This design comes from an exercise in tuning for a short achievable clock period and few clock cycles on the open sky130 flow, not from production work.
RTL that was checked went through simulation tests only; none was proved equivalent to the original.
The flow treats the clock pin as an ideal source, which a real chip does not have.
No activity file was given, so power comes from the tool's default toggle rates.

rev 12:
## ARMLEG
module ARMLEG (
	input CLOCK,
	input RESET,
	output [63:0] imem_addr,
	input [31:0] imem_data,
	output [63:0] dmem_addr,
	output [63:0] dmem_wdata,
	output dmem_we,
	output dmem_re,
	input [63:0] dmem_rdata
);
export LEC_CHECK = 0
export CAP_MARGIN = 20
export CORE_MARGIN = 2
export CORE_UTILIZATION = 35
export GPL_TIMING_DRIVEN = 1
export SETUP_SLACK_MARGIN = 5
export SLEW_MARGIN = 20
export SYNTH_HIERARCHICAL = 1
create_clock -name core_clock -period 8.0 [get_ports {CLOCK}]
standard.sh (not shown) runs the stock make flow with config.mk's settings and CLKGATE_MAP_FILE= SYNTH_SCRIPT=/design/flow/synth_recipe.tcl, a recipe that flattens the netlist after the stock synthesis.
==> flow/flow/run.sh <==
#!/bin/bash
# Layout flow: the standard synthesis, unchanged, then the standard ORFS
# steps with these settings changed:
#  - ports are buffered with a plain buffer (by default the port buffering
#    picks a delay cell, which the footprint-bound sizing then mostly keeps);
#  - the resizer may swap a cell for one of the same function with another
#    footprint;
#  - CTS ends with a second timing repair pass (flow/extra_repair.tcl).
# Each step's output is kept in a log of its own here.
set -euo pipefail
bash standard.sh synth > synth.log 2>&1
bash standard.sh "BUFFER_PORTS_ARGS=-buffer_cell sky130_fd_sc_hd__buf_6" MATCH_CELL_FOOTPRINT=0 \
	"POST_CTS_TCL=$PWD/flow/extra_repair.tcl" finish > layout.log 2>&1
==> flow/flow/extra_repair.tcl <==
# A second timing repair pass at the end of CTS (the first one, ORFS's own,
# often stops with paths it could still improve), then legalize again.
estimate_parasitics -placement
repair_timing_helper
set result [catch { detailed_placement } msg]
if { $result != 0 } {
  error "Detailed placement failed after the extra repair: $msg"
}
check_placement -verbose
estimate_parasitics -placement
report_worst_slack -max
Rev 12 finished every step from synthesis to the final layout, and the layout passed the timing, design-rule and antenna checks.
Relative to rev 12, the following input files were edited for rev 13:
# rev 12
export LEC_CHECK = 0
export CAP_MARGIN = 20
export CORE_MARGIN = 2
export CORE_UTILIZATION = 35
export GPL_TIMING_DRIVEN = 1
export SETUP_SLACK_MARGIN = 5
export SLEW_MARGIN = 20
export SYNTH_HIERARCHICAL = 1
create_clock -name core_clock -period 8.0 [get_ports {CLOCK}]
# rev 13
export LEC_CHECK = 0
export CAP_MARGIN = 20
export CORE_MARGIN = 2
export CORE_UTILIZATION = 30
export GPL_TIMING_DRIVEN = 1
export SETUP_SLACK_MARGIN = 5
export SLEW_MARGIN = 20
export SYNTH_HIERARCHICAL = 1
create_clock -name core_clock -period 8.0 [get_ports {CLOCK}]
### Flow results
Rev 13 vs. rev 12: tap cell count climbed 17%; transition time of the tightest slew-check pin dropped 20 ps; worst path setup slack after routing climbed 250 ps; relative contribution of the clock network to total power climbed 0.7 points.
Between rev 12 and rev 13, the power consumption does not differ in any meaningful way.
NOTE routed wirelength normalized by instance count rev 12->rev 13 decreased by a few percent
No stage failed in rev 13, and the final checks on the layout all came back clean.
Path length in cells of the critical path in rev 13 is 1 above rev 12.
Comparing rev 13 with rev 12, the wire length came out essentially unchanged.
Going from rev 12 to rev 13, the share of power burned in combinational logic was found to have gone down by 0.4 points.
No functional check of the RTL was part of any run of this note.

Another version of the RTL of ARMLEG (not shown whole).
For scale: roughly 14000 cells after synthesis, about 290 I/O pins, ~150000 µm² of cells after synthesis.
==> flow/design.v (excerpt) <==
module ARMLEG (
	input CLOCK,
	input RESET,
	output [63:0] imem_addr,
	input [31:0] imem_data,
	output [63:0] dmem_addr,
	output [63:0] dmem_wdata,
	output dmem_we,
	output dmem_re,
	input [63:0] dmem_rdata
);
clock: 8.0 ns
lec_check: 0
cap_margin: 20
core_margin: 2
core_utilization: 30
cts_cluster_diameter: 80
cts_cluster_size: 30
gpl_timing_driven: 1
setup_slack_margin: 5
slew_margin: 20
synth_hierarchical: 1
==> flow/flow/run.sh <==
#!/bin/bash
# Layout flow: the standard synthesis, unchanged, then the standard ORFS
# steps with two settings changed:
#  - ports are buffered with a plain buffer (by default the port buffering
#    picks a delay cell, which the footprint-bound sizing then mostly keeps);
#  - the resizer may swap a cell for one of the same function with another
#    footprint.
# Each step's output is kept in a log of its own here.
set -euo pipefail
bash standard.sh synth > synth.log 2>&1
bash standard.sh "BUFFER_PORTS_ARGS=-buffer_cell sky130_fd_sc_hd__buf_6" MATCH_CELL_FOOTPRINT=0 finish > layout.log 2>&1
Testbench counts at the start, summed over its fixed seeds: cycles 121,605.
Rerun with:
CTS_CLUSTER_DIAMETER = default   (was 80)
CTS_CLUSTER_SIZE = default   (was 30)
GPL_ROUTABILITY_DRIVEN = 0   (was default)
Effect: The new run completed with no timing, DRC or antenna violations. Final area came out higher by 2.6%. Via count came out higher by 1.6%. Critical path depth came out lower by 5.
Rerun with:
GPL_ROUTABILITY_DRIVEN = default   (was 0)
PLACE_DENSITY = 0.7   (was default)
Outcome: The new run finished with timing, DRC and antenna clean. Global-route usage is lower by 0.22 points. Register-to-register slack loses 0.07 ns. Wire length falls slightly.
Rerun with:
PLACE_DENSITY = default   (was 0.7)
SETUP_SLACK_MARGIN = 4.85   (was 5)
Effect:
- worst setup slack loses 0.093 ns
- clock skew rises by 0.022 ns
- sequential power hardly moves

-- what the ideal ports hide --
No port has a modelled driver above. Below, the same layouts with a new extraction and two added sets of constraints.
Step 1: set_driving_cell puts a clkbuf_16 on CLOCK and a buf_2 on each other input, an assumption about the parent block.
Step 2 adds t to the input delays and takes it off the output delays; t is the mean of the earliest and latest rising clock arrival at the registers after step 1. Input paths then give back, and output paths get back, about the clock's delay inside the block.
Three values: no drivers, after step 1, after step 2; two values: the first two.
run	t, ns	slack for setup (ns)	worst setup path at the end
rev 12	1.101	4.434 / 4.311 / 3.211	input to register
rev 13	1.099	4.681 / 4.598 / 3.677	input to register
the first run of note 2	1.002	4.882 / 4.842 / 3.870	input to register
the second run of note 2	1.082	4.774 / 4.674 / 3.817	input to register
the third run of note 2	1.076	4.806 / 4.747 / 3.701	input to register
the fourth run of note 2	1.070	4.713 / 4.714 / 3.645	input to register
After both steps every run listed still meets setup and hold. The setup slack of rev 12, which loses most, moves by -0.123 ns with the drivers and by -1.223 ns with both steps.
